Background: an optimization exercise with open tools, aiming at small area. Do not read the settings as production practice. In this exercise RTL edits were held to simulation tests only and were not proved equivalent to the original. Power and IR drop assume default switching activity.

[flow/config.mk]
export PLATFORM = sky130hd
export DESIGN_NAME = bus
export DESIGN_NICKNAME = bus
export VERILOG_FILES = /design/flow/design.v
export SDC_FILE = /design/flow/constraint.sdc
export NUM_CORES = 4
export LEC_CHECK = 0
export CAP_MARGIN = 20
export CORE_MARGIN = 2
export CORE_UTILIZATION = 40
export PLACE_DENSITY = 0.6
export SLEW_MARGIN = 20
[flow/constraint.sdc]
create_clock -name core_clock -period 4.0 [get_ports {clk}]
set_input_delay 0.8000 -clock core_clock [delete_from_list [all_inputs] [get_ports {clk}]]
set_output_delay 0.8000 -clock core_clock [all_outputs]
set_load 0.01 [all_outputs]
[flow/design.v]
module arbiter(
    input logic clk,
    input logic rst_n,
    input logic req_i_1,
    input logic req_i_2,
    input logic req_split,
    output logic grant_i_1,
    output logic grant_i_2,
    output logic grant_split,
    output logic [1:0] sel
);
    typedef enum logic [1:0] {
        IDLE,
        GRANT_1,
        GRANT_2,
        GRANT_SPLIT
    } state_t;
    state_t current_state, next_state;
    always_ff @(posedge clk or negedge rst_n) begin
        if (!rst_n)
            current_state <= IDLE;
        else
            current_state <= next_state;
    end
    always_comb begin
        next_state = current_state;
        case (current_state)
            IDLE: begin
                if (req_split)
                    next_state = GRANT_SPLIT;
                else if (req_i_1)
                    next_state = GRANT_1;
                else if (req_i_2)
                    next_state = GRANT_2;
            end
            GRANT_1: begin
                if (!req_i_1)
                    next_state = IDLE;
            end
            GRANT_2: begin
                if (!req_i_2)
                    next_state = IDLE;
            end
            GRANT_SPLIT: begin
                if (!req_split)
                    next_state = IDLE;
            end
        endcase
    end
    always_comb begin
        grant_i_1 = 0;
        grant_i_2 = 0;
        grant_split = 0;
        sel = 2'b00;
        case (current_state)
            GRANT_1: begin
                grant_i_1 = 1;
                sel = 2'b01;
            end
            GRANT_2: begin
                grant_i_2 = 1;
                sel = 2'b10;
            end
            GRANT_SPLIT: begin
                grant_split = 1;
            end
        endcase
    end
endmodule
module addr_decoder #(
    parameter logic [15:0] TARGET1_BASE = 16'h0000,
    parameter int unsigned TARGET1_SIZE = 16'd2048,
    parameter logic [15:0] TARGET2_BASE = 16'h4000,
    parameter int unsigned TARGET2_SIZE = 16'd4096,
    parameter logic [15:0] TARGET3_BASE = 16'h8000,
    parameter int unsigned TARGET3_SIZE = 16'd4096
)(
    input  logic        clk,
    input  logic        rst_n,
    input  logic        bus_data_in,
    input  logic        bus_data_in_valid,
    input  logic        bus_mode,           
    input  logic [2:0]  release_valids,     
    output logic        target_1_valid,
    output logic        target_2_valid,
    output logic        target_3_valid,
    output logic [1:0]  sel
);
    localparam logic [15:0] TARGET1_LIMIT = TARGET1_BASE + 16'((TARGET1_SIZE > 0) ? (TARGET1_SIZE - 1) : 0);
    localparam logic [15:0] TARGET2_LIMIT = TARGET2_BASE + 16'((TARGET2_SIZE > 0) ? (TARGET2_SIZE - 1) : 0);
    localparam logic [15:0] TARGET3_LIMIT = TARGET3_BASE + 16'((TARGET3_SIZE > 0) ? (TARGET3_SIZE - 1) : 0);
    function automatic logic [2:0] decode_target(logic [15:0] addr);
        logic [2:0] result;
        result = 3'b000;
        if ((TARGET1_SIZE != 0) && (addr >= TARGET1_BASE) && (addr <= TARGET1_LIMIT))
            result[0] = 1'b1;
        if ((TARGET2_SIZE != 0) && (addr >= TARGET2_BASE) && (addr <= TARGET2_LIMIT))
            result[1] = 1'b1;
        if ((TARGET3_SIZE != 0) && (addr >= TARGET3_BASE) && (addr <= TARGET3_LIMIT))
            result[2] = 1'b1;
        decode_target = result;
    endfunction
    function automatic logic [1:0] encode_sel(logic [2:0] valid_vec);
        if (valid_vec[2])
            encode_sel = 2'b10;
        else if (valid_vec[1])
            encode_sel = 2'b01;
        else
            encode_sel = 2'b00;
    endfunction
    logic [15:0] addr_shift;
    logic [4:0] addr_bit_count;
    logic hold_active;
    logic [2:0] held_valids;
    logic [1:0] held_sel;
    logic [2:0] pending_valids;
    logic [1:0] pending_sel;
    logic pending_load;
    assign sel = held_sel;
    assign target_1_valid = held_valids[0];
    assign target_2_valid = held_valids[1];
    assign target_3_valid = held_valids[2];
    always_ff @(posedge clk or negedge rst_n) begin
        if (!rst_n) begin
            addr_shift <= '0;
            addr_bit_count <= '0;
            hold_active <= 1'b0;
            held_valids <= 3'b000;
            held_sel <= 2'b00;
            pending_valids <= 3'b000;
            pending_sel <= 2'b00;
            pending_load <= 1'b0;
        end else begin
            logic [2:0] next_valids;
            logic [1:0] next_sel;
            logic       next_hold_active;
            next_valids = held_valids;
            next_sel = held_sel;
            next_hold_active = hold_active;
            if (pending_load) begin
                next_valids = pending_valids;
                next_sel = pending_sel;
                next_hold_active = |pending_valids;
                pending_load <= 1'b0;
            end
            if (|release_valids) begin
                next_valids &= ~release_valids;
                next_sel = encode_sel(next_valids);
                next_hold_active = |next_valids;
            end
            held_valids <= next_valids;
            held_sel <= next_sel;
            hold_active <= next_hold_active;
            if (!bus_mode && bus_data_in_valid && !hold_active) begin
                logic [15:0] addr_next;
                addr_next = {bus_data_in, addr_shift[15:1]};
                addr_shift <= addr_next;
                if (addr_bit_count == 5'd15) begin
                    logic [2:0] decoded_valids;
                    logic [1:0] decoded_sel;
                    decoded_valids = decode_target(addr_next);
                    decoded_sel = encode_sel(decoded_valids);
                    pending_valids <= decoded_valids;
                    pending_sel <= decoded_sel;
                    pending_load <= 1'b1;
                    addr_bit_count <= 5'd0;
                end else begin
                    addr_bit_count <= addr_bit_count + 5'd1;
                end
            end else if (!bus_mode && !bus_data_in_valid && !hold_active && !pending_load) begin
                addr_shift <= '0;
                addr_bit_count <= 5'd0;
            end
        end
    end
endmodule
module init_port(
    input logic clk,
    input logic rst_n,
    input logic init_req,
    input logic arbiter_grant,
    input logic [7:0] init_data_out,
    input logic init_data_out_valid,
    input logic [15:0] init_addr_out,
    input logic init_addr_out_valid,
    input logic init_rw,  
    input logic init_ready,
    input logic target_split,
    input logic target_ack,
    input logic bus_data_in_valid,
    input logic bus_data_in,
    output logic bus_data_out,
    output logic init_grant,
    output logic [7:0] init_data_in,
    output logic init_data_in_valid,
    output logic bus_data_out_valid,
    output logic arbiter_req,
    output logic bus_mode,  
    output logic init_ack,
    output logic bus_init_ready,
    output logic bus_init_rw,
    output logic init_split_ack
);
assign init_grant = arbiter_grant;
assign arbiter_req = init_req;
assign bus_init_rw = init_rw;
assign bus_init_ready = init_ready;
logic init_ack_reg;
logic ack_pending_read;
logic read_data_pending;
logic [7:0] read_data_buffer;
assign init_ack = init_ack_reg;
assign init_split_ack = target_split;
logic [15:0] tx_shift;
logic [4:0] tx_bits_remaining;
logic tx_active;
logic [7:0] rx_shift;
logic [2:0] rx_bit_count;
logic [15:0] pending_addr;
logic addr_pending;
logic [7:0] pending_data;
logic data_pending;
logic addr_is_read;
logic expect_read_data;
logic rx_byte_ready;
always_ff @(posedge clk or negedge rst_n) begin
    if (!rst_n) begin
        tx_shift <= '0;
        tx_bits_remaining <= '0;
        tx_active <= 1'b0;
        bus_data_out <= 1'b0;
        bus_data_out_valid <= 1'b0;
        pending_addr <= '0;
        addr_pending <= 1'b0;
        pending_data <= '0;
        data_pending <= 1'b0;
        addr_is_read <= 1'b0;
        expect_read_data <= 1'b0;
        bus_mode <= 1'b0;
    end else begin
        bus_data_out_valid <= 1'b0;
        if (rx_byte_ready)
            expect_read_data <= 1'b0;
        if (arbiter_grant && init_req) begin
            if (init_addr_out_valid) begin
                pending_addr <= init_addr_out;
                addr_pending <= 1'b1;
                addr_is_read <= (init_rw == 1'b0);
            end
            if (init_data_out_valid) begin
                pending_data <= init_data_out;
                data_pending <= 1'b1;
            end
        end
        if (tx_active) begin
            bus_data_out <= tx_shift[0];
            bus_data_out_valid <= 1'b1;
            tx_shift <= {1'b0, tx_shift[15:1]};
            if (tx_bits_remaining == 5'd1) begin
                tx_active <= 1'b0;
                tx_bits_remaining <= '0;
            end else begin
                tx_bits_remaining <= tx_bits_remaining - 5'd1;
            end
        end else begin
            if (addr_pending) begin
                tx_shift <= pending_addr;
                tx_bits_remaining <= 5'd16;
                tx_active <= 1'b1;
                bus_mode <= 1'b0;
                addr_pending <= 1'b0;
                expect_read_data <= addr_is_read;
            end else if (data_pending) begin
                tx_shift <= {8'd0, pending_data};
                tx_bits_remaining <= 5'd8;
                tx_active <= 1'b1;
                bus_mode <= 1'b1;
                data_pending <= 1'b0;
                expect_read_data <= 1'b0;
            end else begin
                bus_mode <= expect_read_data ? 1'b1 : 1'b0;
            end
        end
    end
end
always_ff @(posedge clk or negedge rst_n) begin
    logic data_complete_now;
    if (!rst_n) begin
        rx_shift <= '0;
        rx_bit_count <= '0;
        init_data_in <= '0;
        init_data_in_valid <= 1'b0;
        rx_byte_ready <= 1'b0;
        init_ack_reg <= 1'b0;
        ack_pending_read <= 1'b0;
        read_data_pending <= 1'b0;
        read_data_buffer <= '0;
    end else begin
        logic data_now_valid;
        logic [7:0] data_now_value;
        logic release_data_now;
        logic [7:0] release_data_value;
        data_now_valid = 1'b0;
        data_now_value = '0;
        release_data_now = 1'b0;
        release_data_value = read_data_buffer;
        init_data_in_valid <= 1'b0;
        rx_byte_ready <= 1'b0;
        init_ack_reg <= 1'b0;
        if (bus_data_in_valid && !tx_active) begin
            logic [7:0] rx_next;
            rx_next = rx_shift;
            rx_next[rx_bit_count] = bus_data_in;
            if (rx_bit_count == 3'd7) begin
                rx_bit_count <= 3'd0;
                rx_shift <= '0;
                rx_byte_ready <= 1'b1;
                data_now_valid = 1'b1;
                data_now_value = rx_next;
                if (expect_read_data || ack_pending_read || read_data_pending) begin
                    read_data_buffer <= rx_next;
                    read_data_pending <= 1'b1;
                end else begin
                    init_data_in <= rx_next;
                    init_data_in_valid <= 1'b1;
                end
            end else begin
                rx_bit_count <= rx_bit_count + 3'd1;
                rx_shift <= rx_next;
            end
        end
        if (target_ack) begin
            if (data_now_valid || read_data_pending || ack_pending_read || expect_read_data) begin
                if (data_now_valid) begin
                    release_data_now = 1'b1;
                    release_data_value = data_now_value;
                    init_ack_reg <= 1'b1;
                    read_data_pending <= 1'b0;
                    ack_pending_read <= 1'b0;
                end else if (read_data_pending) begin
                    release_data_now = 1'b1;
                    release_data_value = read_data_buffer;
                    init_ack_reg <= 1'b1;
                    read_data_pending <= 1'b0;
                    ack_pending_read <= 1'b0;
                end else begin
                    ack_pending_read <= 1'b1;
                end
            end else begin
                init_ack_reg <= 1'b1;
            end
        end
        if (!target_ack && ack_pending_read && data_now_valid) begin
            release_data_now = 1'b1;
            release_data_value = data_now_value;
            init_ack_reg <= 1'b1;
            ack_pending_read <= 1'b0;
            read_data_pending <= 1'b0;
        end
        if (release_data_now) begin
            init_data_in <= release_data_value;
            init_data_in_valid <= 1'b1;
        end
    end
end
endmodule
module target_port(
    input  logic clk,
    input  logic rst_n,
    input  logic [7:0] target_data_out,
    input  logic target_data_out_valid,
    input  logic target_rw,  
    input  logic target_ready,
    input  logic target_ack,
    input  logic decoder_valid,
    input  logic bus_data_in_valid,
    input  logic bus_data_in,
    input  logic bus_mode,  
    output logic bus_data_out,
    output logic [7:0] target_data_in,
    output logic target_data_in_valid,
    output logic [15:0] target_addr_in,
    output logic target_addr_in_valid,
    output logic bus_data_out_valid,
    output logic bus_target_ready,
    output logic bus_target_rw,
    output logic bus_target_ack
);
    assign bus_target_rw = target_rw;
    assign bus_target_ready = target_ready;
    assign bus_target_ack = target_ack;
    logic [7:0] tx_shift;
    logic [3:0] tx_bits_remaining;
    logic tx_active;
    logic [15:0] rx_addr_shift;
    logic [4:0] addr_bit_count;
    logic [15:0] addr_buffer;
    logic addr_pending;
    logic addr_expect_data;
    logic [7:0] rx_data_shift;
    logic [2:0] data_bit_count;
    logic [7:0] data_buffer;
    logic data_pending;
    always_ff @(posedge clk or negedge rst_n) begin
        if (!rst_n) begin
            tx_shift <= '0;
            tx_bits_remaining <= '0;
            tx_active <= 1'b0;
            bus_data_out <= 1'b0;
            bus_data_out_valid <= 1'b0;
        end else begin
            bus_data_out_valid <= 1'b0;
            if (tx_active) begin
                bus_data_out <= tx_shift[0];
                bus_data_out_valid <= 1'b1;
                tx_shift <= {1'b0, tx_shift[7:1]};
                if (tx_bits_remaining == 4'd1) begin
                    tx_active <= 1'b0;
                    tx_bits_remaining <= '0;
                end else begin
                    tx_bits_remaining <= tx_bits_remaining - 4'd1;
                end
            end else if (target_data_out_valid) begin
                tx_shift <= target_data_out;
                tx_bits_remaining <= 4'd8;
                tx_active <= 1'b1;
            end
        end
    end
    always_ff @(posedge clk or negedge rst_n) begin
        if (!rst_n) begin
            rx_addr_shift <= '0;
            addr_bit_count <= '0;
            addr_buffer <= '0;
            addr_pending <= 1'b0;
            addr_expect_data <= 1'b0;
            rx_data_shift <= '0;
            data_bit_count <= '0;
            data_buffer <= '0;
            data_pending <= 1'b0;
            target_addr_in <= '0;
            target_addr_in_valid <= 1'b0;
            target_data_in <= '0;
            target_data_in_valid <= 1'b0;
        end else begin
            target_addr_in_valid <= 1'b0;
            target_data_in_valid <= 1'b0;
            if (addr_pending && decoder_valid) begin
                if (!addr_expect_data) begin
                    target_addr_in <= addr_buffer;
                    target_data_in <= '0;
                    target_addr_in_valid <= 1'b1;
                    addr_pending <= 1'b0;
                    addr_expect_data <= 1'b0;
                end else if (data_pending) begin
                    target_addr_in <= addr_buffer;
                    target_data_in <= data_buffer;
                    target_addr_in_valid <= 1'b1;
                    target_data_in_valid <= 1'b1;
                    addr_pending <= 1'b0;
                    addr_expect_data <= 1'b0;
                    data_pending <= 1'b0;
                    data_buffer <= '0;
                end
            end
            if (addr_pending && !decoder_valid && !bus_data_in_valid && !bus_mode) begin
                addr_pending <= 1'b0;
                addr_expect_data <= 1'b0;
                data_pending <= 1'b0;
                data_buffer <= '0;
            end
            if (bus_data_in_valid && !tx_active) begin
                if (!bus_mode && !addr_pending) begin
                    logic [15:0] updated_addr;
                    updated_addr = rx_addr_shift;
                    updated_addr[addr_bit_count] = bus_data_in;
                    if (addr_bit_count == 5'd15) begin
                        addr_buffer <= updated_addr;
                        addr_pending <= 1'b1;
                        addr_expect_data <= target_rw;
                        rx_addr_shift <= '0;
                        addr_bit_count <= 5'd0;
                    end else begin
                        rx_addr_shift <= updated_addr;
                        addr_bit_count <= addr_bit_count + 5'd1;
                    end
                end else if (bus_mode && addr_pending && addr_expect_data && !data_pending) begin
                    logic [7:0] updated_data;
                    updated_data = rx_data_shift;
                    updated_data[data_bit_count] = bus_data_in;
                    if (data_bit_count == 3'd7) begin
                        data_buffer <= updated_data;
                        data_pending <= 1'b1;
                        rx_data_shift <= '0;
                        data_bit_count <= 3'd0;
                    end else begin
                        rx_data_shift <= updated_data;
                        data_bit_count <= data_bit_count + 3'd1;
                    end
                end
            end
        end
    end
endmodule
module split_target_port(
    input logic clk,
    input logic rst_n,
    input logic split_req,
    input logic arbiter_grant,
    input logic [7:0] target_data_out,
    input logic target_data_out_valid,
    input logic target_rw,  
    input logic target_ready,
    input logic target_split_ack,
    input logic target_ack,
    input logic decoder_valid,
    input logic bus_data_in_valid,
    input logic bus_data_in,
    input logic bus_mode,  
    output logic bus_data_out,
    output logic split_grant,
    output logic [7:0] target_data_in,
    output logic target_data_in_valid,
    output logic [15:0] target_addr_in,
    output logic target_addr_in_valid,
    output logic bus_data_out_valid,
    output logic arbiter_split_req,
    output logic split_ack,
    output logic bus_target_ready,
    output logic bus_target_rw,
    output logic bus_split_ack,
    output logic bus_target_ack
);
assign split_grant = arbiter_grant;
assign arbiter_split_req = split_req;
assign bus_target_rw = target_rw;
assign bus_target_ready = target_ready;
assign bus_target_ack = target_ack;
assign bus_split_ack = target_split_ack;
assign split_ack = target_split_ack;
logic [7:0] tx_shift;
logic [3:0] tx_bits_remaining;
logic tx_active;
logic [15:0] rx_addr_shift;
logic [4:0] addr_bit_count;
logic [15:0] addr_buffer;
logic addr_pending;
logic addr_expect_data;
logic [7:0] rx_data_shift;
logic [2:0] data_bit_count;
logic [7:0] data_buffer;
logic data_pending;
always_ff @(posedge clk or negedge rst_n) begin
    if (!rst_n) begin
        tx_shift <= '0;
        tx_bits_remaining <= '0;
        tx_active <= 1'b0;
        bus_data_out <= 1'b0;
        bus_data_out_valid <= 1'b0;
    end else begin
        bus_data_out_valid <= 1'b0;
        if (tx_active) begin
            bus_data_out <= tx_shift[0];
            bus_data_out_valid <= 1'b1;
            tx_shift <= {1'b0, tx_shift[7:1]};
            if (tx_bits_remaining == 4'd1) begin
                tx_active <= 1'b0;
                tx_bits_remaining <= '0;
            end else begin
                tx_bits_remaining <= tx_bits_remaining - 4'd1;
            end
        end else if (target_data_out_valid) begin
            tx_shift <= target_data_out;
            tx_bits_remaining <= 4'd8;
            tx_active <= 1'b1;
        end
    end
end
always_ff @(posedge clk or negedge rst_n) begin
    if (!rst_n) begin
        rx_addr_shift <= '0;
        addr_bit_count <= '0;
        addr_buffer <= '0;
        addr_pending <= 1'b0;
        addr_expect_data <= 1'b0;
        rx_data_shift <= '0;
        data_bit_count <= '0;
        data_buffer <= '0;
        data_pending <= 1'b0;
        target_addr_in <= '0;
        target_addr_in_valid <= 1'b0;
        target_data_in <= '0;
        target_data_in_valid <= 1'b0;
    end else begin
        target_addr_in_valid <= 1'b0;
        target_data_in_valid <= 1'b0;
        if (addr_pending && decoder_valid) begin
            if (!addr_expect_data) begin
                target_addr_in <= addr_buffer;
                target_data_in <= '0;
                target_addr_in_valid <= 1'b1;
                addr_pending <= 1'b0;
                addr_expect_data <= 1'b0;
            end else if (data_pending) begin
                target_addr_in <= addr_buffer;
                target_data_in <= data_buffer;
                target_addr_in_valid <= 1'b1;
                target_data_in_valid <= 1'b1;
                addr_pending <= 1'b0;
                addr_expect_data <= 1'b0;
                data_pending <= 1'b0;
                data_buffer <= '0;
            end
        end
        if (addr_pending && !decoder_valid && !bus_data_in_valid && !bus_mode) begin
            addr_pending <= 1'b0;
            addr_expect_data <= 1'b0;
            data_pending <= 1'b0;
            data_buffer <= '0;
        end
        if (bus_data_in_valid && !tx_active) begin
            if (!bus_mode && !addr_pending) begin
                logic [15:0] updated_addr;
                updated_addr = rx_addr_shift;
                updated_addr[addr_bit_count] = bus_data_in;
                if (addr_bit_count == 5'd15) begin
                    addr_buffer <= updated_addr;
                    addr_pending <= 1'b1;
                    addr_expect_data <= target_rw;
                    rx_addr_shift <= '0;
                    addr_bit_count <= 5'd0;
                end else begin
                    rx_addr_shift <= updated_addr;
                    addr_bit_count <= addr_bit_count + 5'd1;
                end
            end else if (bus_mode && addr_pending && addr_expect_data && !data_pending) begin
                logic [7:0] updated_data;
                updated_data = rx_data_shift;
                updated_data[data_bit_count] = bus_data_in;
                if (data_bit_count == 3'd7) begin
                    data_buffer <= updated_data;
                    data_pending <= 1'b1;
                    rx_data_shift <= '0;
                    data_bit_count <= 3'd0;
                end else begin
                    rx_data_shift <= updated_data;
                    data_bit_count <= data_bit_count + 3'd1;
                end
            end
        end
    end
end
endmodule
module bus #(
    parameter logic [15:0] TARGET1_BASE = 16'h0000,
    parameter int unsigned TARGET1_SIZE = 16'd2048,
    parameter logic [15:0] TARGET2_BASE = 16'h4000,
    parameter int unsigned TARGET2_SIZE = 16'd4096,
    parameter logic [15:0] TARGET3_BASE = 16'h8000,
    parameter int unsigned TARGET3_SIZE = 16'd4096
)(
    input  logic         clk,
    input  logic         rst_n,
    input  logic         init1_req,
    input  logic [7:0]   init1_data_out,
    input  logic         init1_data_out_valid,
    input  logic [15:0]  init1_addr_out,
    input  logic         init1_addr_out_valid,
    input  logic         init1_rw,
    input  logic         init1_ready,
    output logic         init1_grant,
    output logic [7:0]   init1_data_in,
    output logic         init1_data_in_valid,
    output logic         init1_ack,
    output logic         init1_split_ack,
    input  logic         init2_req,
    input  logic [7:0]   init2_data_out,
    input  logic         init2_data_out_valid,
    input  logic [15:0]  init2_addr_out,
    input  logic         init2_addr_out_valid,
    input  logic         init2_rw,
    input  logic         init2_ready,
    output logic         init2_grant,
    output logic [7:0]   init2_data_in,
    output logic         init2_data_in_valid,
    output logic         init2_ack,
    output logic         init2_split_ack,
    input  logic         target1_ready,
    input  logic         target1_ack,
    input  logic [7:0]   target1_data_out,
    input  logic         target1_data_out_valid,
    output logic [15:0]  target1_addr_in,
    output logic         target1_addr_in_valid,
    output logic [7:0]   target1_data_in,
    output logic         target1_data_in_valid,
    output logic         target1_rw,
    input  logic         target2_ready,
    input  logic         target2_ack,
    input  logic [7:0]   target2_data_out,
    input  logic         target2_data_out_valid,
    output logic [15:0]  target2_addr_in,
    output logic         target2_addr_in_valid,
    output logic [7:0]   target2_data_in,
    output logic         target2_data_in_valid,
    output logic         target2_rw,
    input  logic         split_target_ready,
    input  logic         split_target_ack,
    input  logic         split_target_split_ack,
    input  logic [7:0]   split_target_data_out,
    input  logic         split_target_data_out_valid,
    input  logic         split_target_req,
    output logic [15:0]  split_target_addr_in,
    output logic         split_target_addr_in_valid,
    output logic [7:0]   split_target_data_in,
    output logic         split_target_data_in_valid,
    output logic         split_target_rw,
    output logic         split_target_grant
);
    typedef enum logic [1:0] {
        INIT_NONE = 2'b00,
        INIT_1    = 2'b01,
        INIT_2    = 2'b10
    } init_sel_t;
    logic init1_bus_data_out;
    logic init1_bus_data_out_valid;
    logic init1_bus_mode;
    logic init1_bus_data_in;
    logic init1_bus_data_in_valid;
    logic init1_bus_init_ready;
    logic init1_bus_init_rw;
    logic init1_target_ack_int;
    logic init1_target_split_int;
    logic init1_arbiter_req;
    logic init1_arbiter_grant;
    logic init2_bus_data_out;
    logic init2_bus_data_out_valid;
    logic init2_bus_mode;
    logic init2_bus_data_in;
    logic init2_bus_data_in_valid;
    logic init2_bus_init_ready;
    logic init2_bus_init_rw;
    logic init2_target_ack_int;
    logic init2_target_split_int;
    logic init2_arbiter_req;
    logic init2_arbiter_grant;
    logic target1_bus_data_out;
    logic target1_bus_data_out_valid;
    logic target1_bus_target_ack;
    logic target2_bus_data_out;
    logic target2_bus_data_out_valid;
    logic target2_bus_target_ack;
    logic split_port_bus_data_out;
    logic split_port_bus_data_out_valid;
    logic split_port_bus_target_ack;
    logic split_port_bus_split_ack;
    logic split_port_arbiter_split_req;
    logic [1:0] arb_sel_bits;
    init_sel_t active_init;
    logic [1:0] decoder_sel;
    logic       target1_valid;
    logic       target2_valid;
    logic       target3_valid;
    logic       target1_select_hold;
    logic       target2_select_hold;
    logic       target3_select_hold;
    logic       target1_release_pending;
    logic       target2_release_pending;
    logic       target3_release_pending;
    logic       target1_decoder_release;
    logic       target2_decoder_release;
    logic       target3_decoder_release;
    logic [2:0] decoder_release;
    logic [1:0] response_sel;
    logic       split_route_active;
    logic       split_response_pending;
    init_sel_t  target1_owner;
    init_sel_t  target2_owner;
    init_sel_t  target3_owner;
    init_sel_t  response_owner;
        init_sel_t target1_owner_eff;
        init_sel_t target2_owner_eff;
        init_sel_t target3_owner_eff;
    logic       target1_expect_data;
    logic       target1_data_seen;
    logic       target2_expect_data;
    logic       target2_data_seen;
    logic       target3_expect_data;
    logic       target3_data_seen;
    logic forward_data;
    logic forward_valid;
    logic forward_mode;
    logic last_bus_rw;
    logic current_bus_rw;
    init_sel_t split_owner;
    logic      grant_i1;
    logic      grant_i2;
    logic      grant_split;
    logic response_data;
    logic response_valid;
    logic response_ack;
    init_port u_init_port_1 (
        .clk(clk),
        .rst_n(rst_n),
        .init_req(init1_req),
        .arbiter_grant(init1_arbiter_grant),
        .init_data_out(init1_data_out),
        .init_data_out_valid(init1_data_out_valid),
        .init_addr_out(init1_addr_out),
        .init_addr_out_valid(init1_addr_out_valid),
        .init_rw(init1_rw),
        .init_ready(init1_ready),
        .target_split(init1_target_split_int),
        .target_ack(init1_target_ack_int),
        .bus_data_in_valid(init1_bus_data_in_valid),
        .bus_data_in(init1_bus_data_in),
        .bus_data_out(init1_bus_data_out),
        .init_grant(init1_grant),
        .init_data_in(init1_data_in),
        .init_data_in_valid(init1_data_in_valid),
        .bus_data_out_valid(init1_bus_data_out_valid),
        .arbiter_req(init1_arbiter_req),
        .bus_mode(init1_bus_mode),
        .init_ack(init1_ack),
        .bus_init_ready(init1_bus_init_ready),
        .bus_init_rw(init1_bus_init_rw),
        .init_split_ack(init1_split_ack)
    );
    init_port u_init_port_2 (
        .clk(clk),
        .rst_n(rst_n),
        .init_req(init2_req),
        .arbiter_grant(init2_arbiter_grant),
        .init_data_out(init2_data_out),
        .init_data_out_valid(init2_data_out_valid),
        .init_addr_out(init2_addr_out),
        .init_addr_out_valid(init2_addr_out_valid),
        .init_rw(init2_rw),
        .init_ready(init2_ready),
        .target_split(init2_target_split_int),
        .target_ack(init2_target_ack_int),
        .bus_data_in_valid(init2_bus_data_in_valid),
        .bus_data_in(init2_bus_data_in),
        .bus_data_out(init2_bus_data_out),
        .init_grant(init2_grant),
        .init_data_in(init2_data_in),
        .init_data_in_valid(init2_data_in_valid),
        .bus_data_out_valid(init2_bus_data_out_valid),
        .arbiter_req(init2_arbiter_req),
        .bus_mode(init2_bus_mode),
        .init_ack(init2_ack),
        .bus_init_ready(init2_bus_init_ready),
        .bus_init_rw(init2_bus_init_rw),
        .init_split_ack(init2_split_ack)
    );
    target_port u_target_port_1 (
        .clk(clk),
        .rst_n(rst_n),
        .target_data_out(target1_data_out),
        .target_data_out_valid(target1_data_out_valid),
        .target_rw(target1_rw),
        .target_ready(target1_ready),
        .target_ack(target1_ack),
        .decoder_valid(target1_valid),
        .bus_data_in_valid(forward_valid),
        .bus_data_in(forward_data),
        .bus_mode(forward_mode),
        .bus_data_out(target1_bus_data_out),
        .target_data_in(target1_data_in),
        .target_data_in_valid(target1_data_in_valid),
        .target_addr_in(target1_addr_in),
        .target_addr_in_valid(target1_addr_in_valid),
        .bus_data_out_valid(target1_bus_data_out_valid),
        .bus_target_ready(),
        .bus_target_rw(),
        .bus_target_ack(target1_bus_target_ack)
    );
    target_port u_target_port_2 (
        .clk(clk),
        .rst_n(rst_n),
        .target_data_out(target2_data_out),
        .target_data_out_valid(target2_data_out_valid),
        .target_rw(target2_rw),
        .target_ready(target2_ready),
        .target_ack(target2_ack),
        .decoder_valid(target2_valid),
        .bus_data_in_valid(forward_valid),
        .bus_data_in(forward_data),
        .bus_mode(forward_mode),
        .bus_data_out(target2_bus_data_out),
        .target_data_in(target2_data_in),
        .target_data_in_valid(target2_data_in_valid),
        .target_addr_in(target2_addr_in),
        .target_addr_in_valid(target2_addr_in_valid),
        .bus_data_out_valid(target2_bus_data_out_valid),
        .bus_target_ready(),
        .bus_target_rw(),
        .bus_target_ack(target2_bus_target_ack)
    );
    split_target_port u_split_target_port (
        .clk(clk),
        .rst_n(rst_n),
        .split_req(split_target_req),
        .arbiter_grant(grant_split),
        .target_data_out(split_target_data_out),
        .target_data_out_valid(split_target_data_out_valid),
        .target_rw(split_target_rw),
        .target_ready(split_target_ready),
        .target_split_ack(split_target_split_ack),
        .target_ack(split_target_ack),
        .decoder_valid(target3_valid),
        .bus_data_in_valid(forward_valid),
        .bus_data_in(forward_data),
        .bus_mode(forward_mode),
        .bus_data_out(split_port_bus_data_out),
        .split_grant(split_target_grant),
        .target_data_in(split_target_data_in),
        .target_data_in_valid(split_target_data_in_valid),
        .target_addr_in(split_target_addr_in),
        .target_addr_in_valid(split_target_addr_in_valid),
        .bus_data_out_valid(split_port_bus_data_out_valid),
        .arbiter_split_req(split_port_arbiter_split_req),
        .split_ack(),
        .bus_target_ready(),
        .bus_target_rw(),
        .bus_split_ack(split_port_bus_split_ack),
        .bus_target_ack(split_port_bus_target_ack)
    );
    arbiter u_arbiter (
        .clk(clk),
        .rst_n(rst_n),
        .req_i_1(init1_arbiter_req),
        .req_i_2(init2_arbiter_req),
        .req_split(split_port_arbiter_split_req),
        .grant_i_1(grant_i1),
        .grant_i_2(grant_i2),
        .grant_split(grant_split),
        .sel(arb_sel_bits)
    );
    assign decoder_release = {target3_decoder_release, target2_decoder_release, target1_decoder_release};
    addr_decoder #(
        .TARGET1_BASE(TARGET1_BASE),
        .TARGET1_SIZE(TARGET1_SIZE),
        .TARGET2_BASE(TARGET2_BASE),
        .TARGET2_SIZE(TARGET2_SIZE),
        .TARGET3_BASE(TARGET3_BASE),
        .TARGET3_SIZE(TARGET3_SIZE)
    ) u_addr_decoder (
        .clk(clk),
        .rst_n(rst_n),
        .bus_data_in(forward_data),
        .bus_data_in_valid(forward_valid),
        .bus_mode(forward_mode),
        .release_valids(decoder_release),
        .target_1_valid(target1_valid),
        .target_2_valid(target2_valid),
        .target_3_valid(target3_valid),
        .sel(decoder_sel)
    );
    always_ff @(posedge clk or negedge rst_n) begin
        if (!rst_n) begin
            target1_select_hold <= 1'b0;
            target2_select_hold <= 1'b0;
            target3_select_hold <= 1'b0;
            target1_release_pending <= 1'b0;
            target2_release_pending <= 1'b0;
            target3_release_pending <= 1'b0;
            target1_decoder_release <= 1'b0;
            target2_decoder_release <= 1'b0;
            target3_decoder_release <= 1'b0;
            target1_owner <= INIT_NONE;
            target2_owner <= INIT_NONE;
            target3_owner <= INIT_NONE;
            target1_expect_data <= 1'b0;
            target1_data_seen   <= 1'b0;
            target2_expect_data <= 1'b0;
            target2_data_seen   <= 1'b0;
            target3_expect_data <= 1'b0;
            target3_data_seen   <= 1'b0;
        end else begin
            target1_decoder_release <= 1'b0;
            target2_decoder_release <= 1'b0;
            target3_decoder_release <= 1'b0;
            if (target1_valid && !target1_select_hold) begin
                target1_select_hold <= 1'b1;
                target1_release_pending <= 1'b0;
                target1_expect_data <= (current_bus_rw == 1'b0);
                target1_data_seen   <= 1'b0;
                if (active_init != INIT_NONE)
                    target1_owner <= active_init;
            end
            if (target1_bus_target_ack)
                target1_release_pending <= 1'b1;
            if (target1_select_hold && target1_bus_data_out_valid)
                target1_data_seen <= 1'b1;
            if (target1_select_hold && target1_release_pending &&
                (!target1_expect_data || (target1_data_seen && !target1_bus_data_out_valid))) begin
                target1_select_hold <= 1'b0;
                target1_release_pending <= 1'b0;
                target1_decoder_release <= 1'b1;
                target1_owner <= INIT_NONE;
                target1_expect_data <= 1'b0;
                target1_data_seen   <= 1'b0;
            end
            if (target2_valid && !target2_select_hold) begin
                target2_select_hold <= 1'b1;
                target2_release_pending <= 1'b0;
                target2_expect_data <= (current_bus_rw == 1'b0);
                target2_data_seen   <= 1'b0;
                if (active_init != INIT_NONE)
                    target2_owner <= active_init;
            end
            if (target2_bus_target_ack)
                target2_release_pending <= 1'b1;
            if (target2_select_hold && target2_bus_data_out_valid)
                target2_data_seen <= 1'b1;
            if (target2_select_hold && target2_release_pending &&
                (!target2_expect_data || (target2_data_seen && !target2_bus_data_out_valid))) begin
                target2_select_hold <= 1'b0;
                target2_release_pending <= 1'b0;
                target2_decoder_release <= 1'b1;
                target2_owner <= INIT_NONE;
                target2_expect_data <= 1'b0;
                target2_data_seen   <= 1'b0;
            end
            if (target3_valid && !target3_select_hold) begin
                target3_select_hold <= 1'b1;
                target3_release_pending <= 1'b0;
                target3_expect_data <= (current_bus_rw == 1'b0);
                target3_data_seen   <= 1'b0;
                if (active_init != INIT_NONE)
                    target3_owner <= active_init;
            end
            if (split_port_bus_split_ack) begin
                target3_select_hold <= 1'b0;
                target3_release_pending <= 1'b0;
                target3_decoder_release <= 1'b1;
                target3_owner <= INIT_NONE;
                target3_expect_data <= 1'b0;
                target3_data_seen   <= 1'b0;
            end else begin
                if (split_port_bus_target_ack)
                    target3_release_pending <= 1'b1;
                if (target3_select_hold && split_port_bus_data_out_valid)
                    target3_data_seen <= 1'b1;
                if (target3_select_hold && target3_release_pending &&
                    (!target3_expect_data || (target3_data_seen && !split_port_bus_data_out_valid))) begin
                    target3_select_hold <= 1'b0;
                    target3_release_pending <= 1'b0;
                    target3_decoder_release <= 1'b1;
                    target3_owner <= INIT_NONE;
                    target3_expect_data <= 1'b0;
                    target3_data_seen   <= 1'b0;
                end
            end
        end
    end
    always_ff @(posedge clk or negedge rst_n) begin
        if (!rst_n) begin
            active_init <= INIT_NONE;
        end else begin
            if (grant_i1) begin
                active_init <= INIT_1;
            end else if (grant_i2) begin
                active_init <= INIT_2;
            end else if ((active_init == INIT_1 && !init1_arbiter_req) ||
                         (active_init == INIT_2 && !init2_arbiter_req)) begin
                active_init <= INIT_NONE;
            end
        end
    end
    always_comb begin
        forward_data  = 1'b0;
        forward_valid = 1'b0;
        forward_mode  = 1'b0;
        if (grant_split) begin
            forward_mode = 1'b1;
        end else begin
            unique case (active_init)
                INIT_1: begin
                    forward_data  = init1_bus_data_out;
                    forward_valid = init1_bus_data_out_valid;
                    forward_mode  = init1_bus_mode;
                end
                INIT_2: begin
                    forward_data  = init2_bus_data_out;
                    forward_valid = init2_bus_data_out_valid;
                    forward_mode  = init2_bus_mode;
                end
                default: ;
            endcase
        end
    end
    always_ff @(posedge clk or negedge rst_n) begin
        if (!rst_n) begin
            last_bus_rw <= 1'b0;
        end else begin
            case (active_init)
                INIT_1: last_bus_rw <= init1_bus_init_rw;
                INIT_2: last_bus_rw <= init2_bus_init_rw;
                default: ;
            endcase
        end
    end
    always_comb begin
        unique case (active_init)
            INIT_1: current_bus_rw = init1_bus_init_rw;
            INIT_2: current_bus_rw = init2_bus_init_rw;
            default: current_bus_rw = last_bus_rw;
        endcase
    end
    assign target1_rw      = current_bus_rw;
    assign target2_rw      = current_bus_rw;
    assign split_target_rw = current_bus_rw;
    always_ff @(posedge clk or negedge rst_n) begin
        if (!rst_n) begin
            split_owner <= INIT_NONE;
            split_response_pending <= 1'b0;
        end else begin
            if (split_port_bus_split_ack) begin
                if (active_init != INIT_NONE)
                    split_owner <= active_init;
                else if (grant_i1)
                    split_owner <= INIT_1;
                else if (grant_i2)
                    split_owner <= INIT_2;
                split_response_pending <= 1'b1;
            end
            if (split_port_bus_target_ack)
                split_response_pending <= 1'b0;
            if (!split_response_pending &&
                !target3_select_hold &&
                !split_port_bus_data_out_valid &&
                !split_port_bus_target_ack) begin
                split_owner <= INIT_NONE;
            end
        end
    end
    assign split_route_active = (split_owner != INIT_NONE) &&
                                 (target3_select_hold || split_port_bus_data_out_valid || split_port_bus_target_ack);
        always_comb begin
            target1_owner_eff = target1_owner;
            if ((target1_owner_eff == INIT_NONE) && (active_init != INIT_NONE) &&
                (target1_select_hold || target1_valid))
                target1_owner_eff = active_init;
            target2_owner_eff = target2_owner;
            if ((target2_owner_eff == INIT_NONE) && (active_init != INIT_NONE) &&
                (target2_select_hold || target2_valid))
                target2_owner_eff = active_init;
            target3_owner_eff = target3_owner;
            if ((target3_owner_eff == INIT_NONE) && (active_init != INIT_NONE) &&
                (target3_select_hold || target3_valid))
                target3_owner_eff = active_init;
        end
    always_comb begin
        if (split_route_active)
            response_sel = 2'b10;
        else if (target3_select_hold)
            response_sel = 2'b10;
        else if (target2_select_hold)
            response_sel = 2'b01;
        else if (target1_select_hold)
            response_sel = 2'b00;
        else
            response_sel = 2'b00;
    end
    always_comb begin
        if (split_route_active) begin
            response_owner = split_owner;
        end else begin
            unique case (response_sel)
                    2'b10: response_owner = target3_owner_eff;
                    2'b01: response_owner = target2_owner_eff;
                    default: response_owner = target1_owner_eff;
            endcase
        end
    end
    always_comb begin
        response_data  = 1'b0;
        response_valid = 1'b0;
        response_ack   = 1'b0;
        unique case (response_sel)
            2'b10: begin
                response_data  = split_port_bus_data_out;
                response_valid = split_port_bus_data_out_valid;
                response_ack   = split_port_bus_target_ack;
            end
            2'b01: begin
                response_data  = target2_bus_data_out;
                response_valid = target2_bus_data_out_valid;
                response_ack   = target2_bus_target_ack;
            end
            default: begin
                response_data  = target1_bus_data_out;
                response_valid = target1_bus_data_out_valid;
                response_ack   = target1_bus_target_ack;
            end
        endcase
    end
    always_comb begin
        init1_bus_data_in        = 1'b0;
        init1_bus_data_in_valid  = 1'b0;
        init1_target_ack_int     = 1'b0;
        init1_target_split_int   = 1'b0;
        init2_bus_data_in        = 1'b0;
        init2_bus_data_in_valid  = 1'b0;
        init2_target_ack_int     = 1'b0;
        init2_target_split_int   = 1'b0;
        case (response_owner)
            INIT_1: begin
                init1_bus_data_in       = response_data;
                init1_bus_data_in_valid = response_valid;
                init1_target_ack_int    = response_ack;
            end
            INIT_2: begin
                init2_bus_data_in       = response_data;
                init2_bus_data_in_valid = response_valid;
                init2_target_ack_int    = response_ack;
            end
            default: ;
        endcase
        if (split_port_bus_split_ack) begin
            case (active_init)
                INIT_1: init1_target_split_int = 1'b1;
                INIT_2: init2_target_split_int = 1'b1;
                default: begin
                    if (split_owner == INIT_1)
                        init1_target_split_int = 1'b1;
                    else if (split_owner == INIT_2)
                        init2_target_split_int = 1'b1;
                end
            endcase
        end
    end
    assign init1_arbiter_grant = grant_i1 | (grant_split && split_owner == INIT_1);
    assign init2_arbiter_grant = grant_i2 | (grant_split && split_owner == INIT_2);
endmodule
[flow/run.sh]
#!/bin/bash
# synth_recipe.tcl (not shown) runs the flow's synth.tcl, then flattens the netlist and writes it again
# the make line also repeats each setting of config.mk as NAME=value (left out here)
make -C /OpenROAD-flow-scripts/flow DESIGN_CONFIG=/design/flow/config.mk WORK_HOME=/design/flow/orfs CLKGATE_MAP_FILE= SYNTH_SCRIPT=/design/flow/synth_recipe.tcl finish
==> results.cfg <==
[clock_network]
clkTransAtPathRegs_ps = 60
clockBufferDepth = 3
htree_num_levels = 2
tritoncts = yes
root_buffer = clkbuf_16
clock_sinks = 516
cts_buffers = 56
clock_latency_ps = 610

[placement]
port_buffers = 195
gp_congestion = 0.820
pre_cts_ws_ps = -100
hpwlAfterDp_microns = 38200
dpl_cell_area_sq_mm = 0.0270

[final_layout]
final_net_count = 2772
utilization = 0.488
syn_to_final_growth_pct = 20.0
final_cell_mix = dfrtp_1, nand2_1, o21ai_0
layout_commonest_cell = dfrtp_1
drive_above_1_share = 0.0986
fillCellCount = 5472
n_antenna_cell = 0
fin_area_sq_mm = 0.0289

[pwr]
ir_drop_uv = 429
power_mw = 16.7
p_leak_nw = 12.9
power_density_mw_per_mm2 = 578

[routing]
vias = 18300
wirelength_microns = 55700
met3WireLength_microns = 2150
wl_met2_microns = 26100
first_pass_iters = 5
wl_per_cell_microns = 16.2
drc = 0
dr.max_layer_used = met5
drt_iter0_drc = 1059
ant_nets = 0
viasPerCell = 5.32
met1_length_microns = 26300

[yosys]
synth-simple-area-share = 0.149
synth_edf_count = 0
synth_xor_area_frac = 0.00691
ys_top_cells_by_area = dfrtp_1, nand2_1, o21ai_0
syn_area_per_cell_sq_um = 9.92
syn_area_sq_mm = 0.0241
async_reset_ff_frac = 1.00
synth_adder_area_share = 0.0322
synth_compound_area_frac = 0.167
synth_largest_area_cell = dfrtp_1
yosysTopAreaCellShare = 0.536
ys_seq_area_frac = 0.536
syn_inst = 2428
synth.area.mux_share = 0.0730
synth_fp_nets = 2585
ys_ff_latch = 516
synth-main-ff-cell = dfrtp_1
synthDistinctLibCells = 78
synth_top_family_by_area = compound AO/OA/AOI/OAI gates
synth_warnings = 6

[grt]
grt_pass1_vias = 18300
grt_use_total = 0.179
grt_pass1_wl_microns = 93800
overflow = 0
grt_max_degree = 94
antenna_found_initial = 1

[setup_path]
path_cells = inv_1 > ha_1 > a22oi_1 > a21o_1 > clkinvlp_4 > buf_4 > clkdlybuf4s50_1
max_stage_delay_ps = 510
path_class = reg -> out
critPathBufInv = 4
required_ps = 3200
worstPathArrival_ps = 3020
cp_top_family = buffers and inverters
crit_slowest_cell = dfrtp_1
path_max_fanout = 7
startpoint_type = register
cp.depth = 7
endpoint_kind = output pin
rr_worst_depth = 14

[outcome]
status = finished clean

[sta]
finalSetupViolations = 0
timing.fmax_ghz = 0.262
skew_ps = 17.9
finalCriticalPeriod_ps = 3820
relSlewSlack = 0.371
final-hold-violation-count = 0
tightest_slew_ps = 943
fin_ws_ps = 176
post-route-period-util = 0.956
slew_viol_final = 0
rsz0062_at_grt = no

[die]
die_h_microns = 249
ios = 201
die_area_sq_mm = 0.0622
die_x_microns = 249
start_util = 0.407
rows = 89
core_area_sq_mm = 0.0592

[job]
drv_cap = 0

[worst_hold_path]
min_path_type = in -> async
-- worst reg2reg max path: stages (launching register included) --
cell	delay, ps
dfrtp_1	450
inv_1	160
a21oi_1	90
nor2_1	190
nand2_1	120
inv_1	80
ha_1	230
o21ai_0	170
nor3_1	440
o311a_1	280
o211ai_1	190
buf_4	240
o41ai_1	490
mux2i_1	160
o21ai_1	130
-- final timing paths --
kind	start	endpoint	slack (ps)
worst min register to register	target3_decoder_release	u_addr_decoder.held_valids[2]	450
min in group core_clock	target3_decoder_release	u_addr_decoder.held_valids[2]	450
worst max-delay path	active_init[0]	target1_rw	180
worst min-delay path	rst_n	u_target_port_2.target_addr_in_valid	190
worst max register to register	split_owner[0]	u_init_port_1.init_data_in[7]	530
max in group asynchronous	rst_n	u_target_port_1.target_addr_in[10]	2810
-- routing by layer --
metal,global-route usage,vias to the layer above
li1,-,8867
met1,0.247,8975
met2,0.291,326
met3,0.0304,81
met4,0.0527,2
met5,0,-
-- synth_stat cells (13+ instances only) --
library cell  instances
nand2b_1             28
a21oi_1             141
mux2i_1              67
dfrtp_1             516
ha_1                 62
nand2_1             483
nor3_1               35
a22o_1               57
nand3_1              48
o22ai_1              29
inv_1                87
nor3b_1              21
o2bb2ai_1            18
o21ai_0             245
mux2_2               63
mux2_1               23
xnor2_1              13
nor2_1              115
clkbuf_1            105
o31ai_1              28
a22oi_1              34
-- cell families after synthesis --
group,count (synthesis)
xor+xnor,19
buf+inv,221
flops,516
mux,161
simple gates,811
compound gates,638
fa+ha+maj,62
-- stage by stage --
| step | std cells | hold WS [ps] | TNS (ps) |
|---|---|---|---|
| finish | 3431 | 187 | 0 |
| global route | 3431 | 246 | 0 |
| CTS | 3429 | 214 | 0 |
| detailed placement | 3328 | 429 | -1000 |
| global placement | 3328 | 439 | 0 |
| floorplan | 2428 | 352 | 0 |
-- where the power goes --
part	internal (mW)	total (mW)	leakage [nW]	switching (mW)
combinational	1.95	4.63	5.07	2.68
sequential	6.07	6.84	6.88	0.776
clock	3.09	5.22	0.900	2.13
total	11.1	16.7	12.9	5.58
-- area by class of cell --
type,instances,area [sq um],area share
clock inverter,17,203,0.00701
sequential,516,12900,0.447
clock buffer,84,1650,0.0570
multi-input combinational,1691,10300,0.356
tap,773,967,0.0335
timing repair buffer,259,2520,0.0874
inverter,91,345,0.0120
-- what timing repair did --
item,CTS,global route
setup endpoints to repair,0,1
setup buffers,0,2
hold buffers,0,0
resized for setup,0,1

[what the ideal ports hide]
How much do the figures lean on ideal ports? The routed layout below was timed once more, with nothing changed but the port constraints.
Step 1: set_driving_cell puts a clkbuf_16 on clk and a buf_2 on each other input, an assumption about the parent block.
Step 2 adds t to the input delays and takes it off the output delays; t is the mean of the earliest and latest rising clock arrival at the registers after step 1. Input paths then give back, and output paths get back, about the clock's delay inside the block.
Three values: ideal ports, drivers, drivers and shift; two values: the first two.
shift t [ns]: 0.658
setup slack, ns: 0.176 / 0.115 / -0.212
worst register clock-pin slew, ns: 0.06 / 0.06
With both steps, setup timing fails in this run, where it was met with ideal ports. For this run, drivers alone change the setup slack by -0.061 ns; drivers and shift together by -0.388 ns.
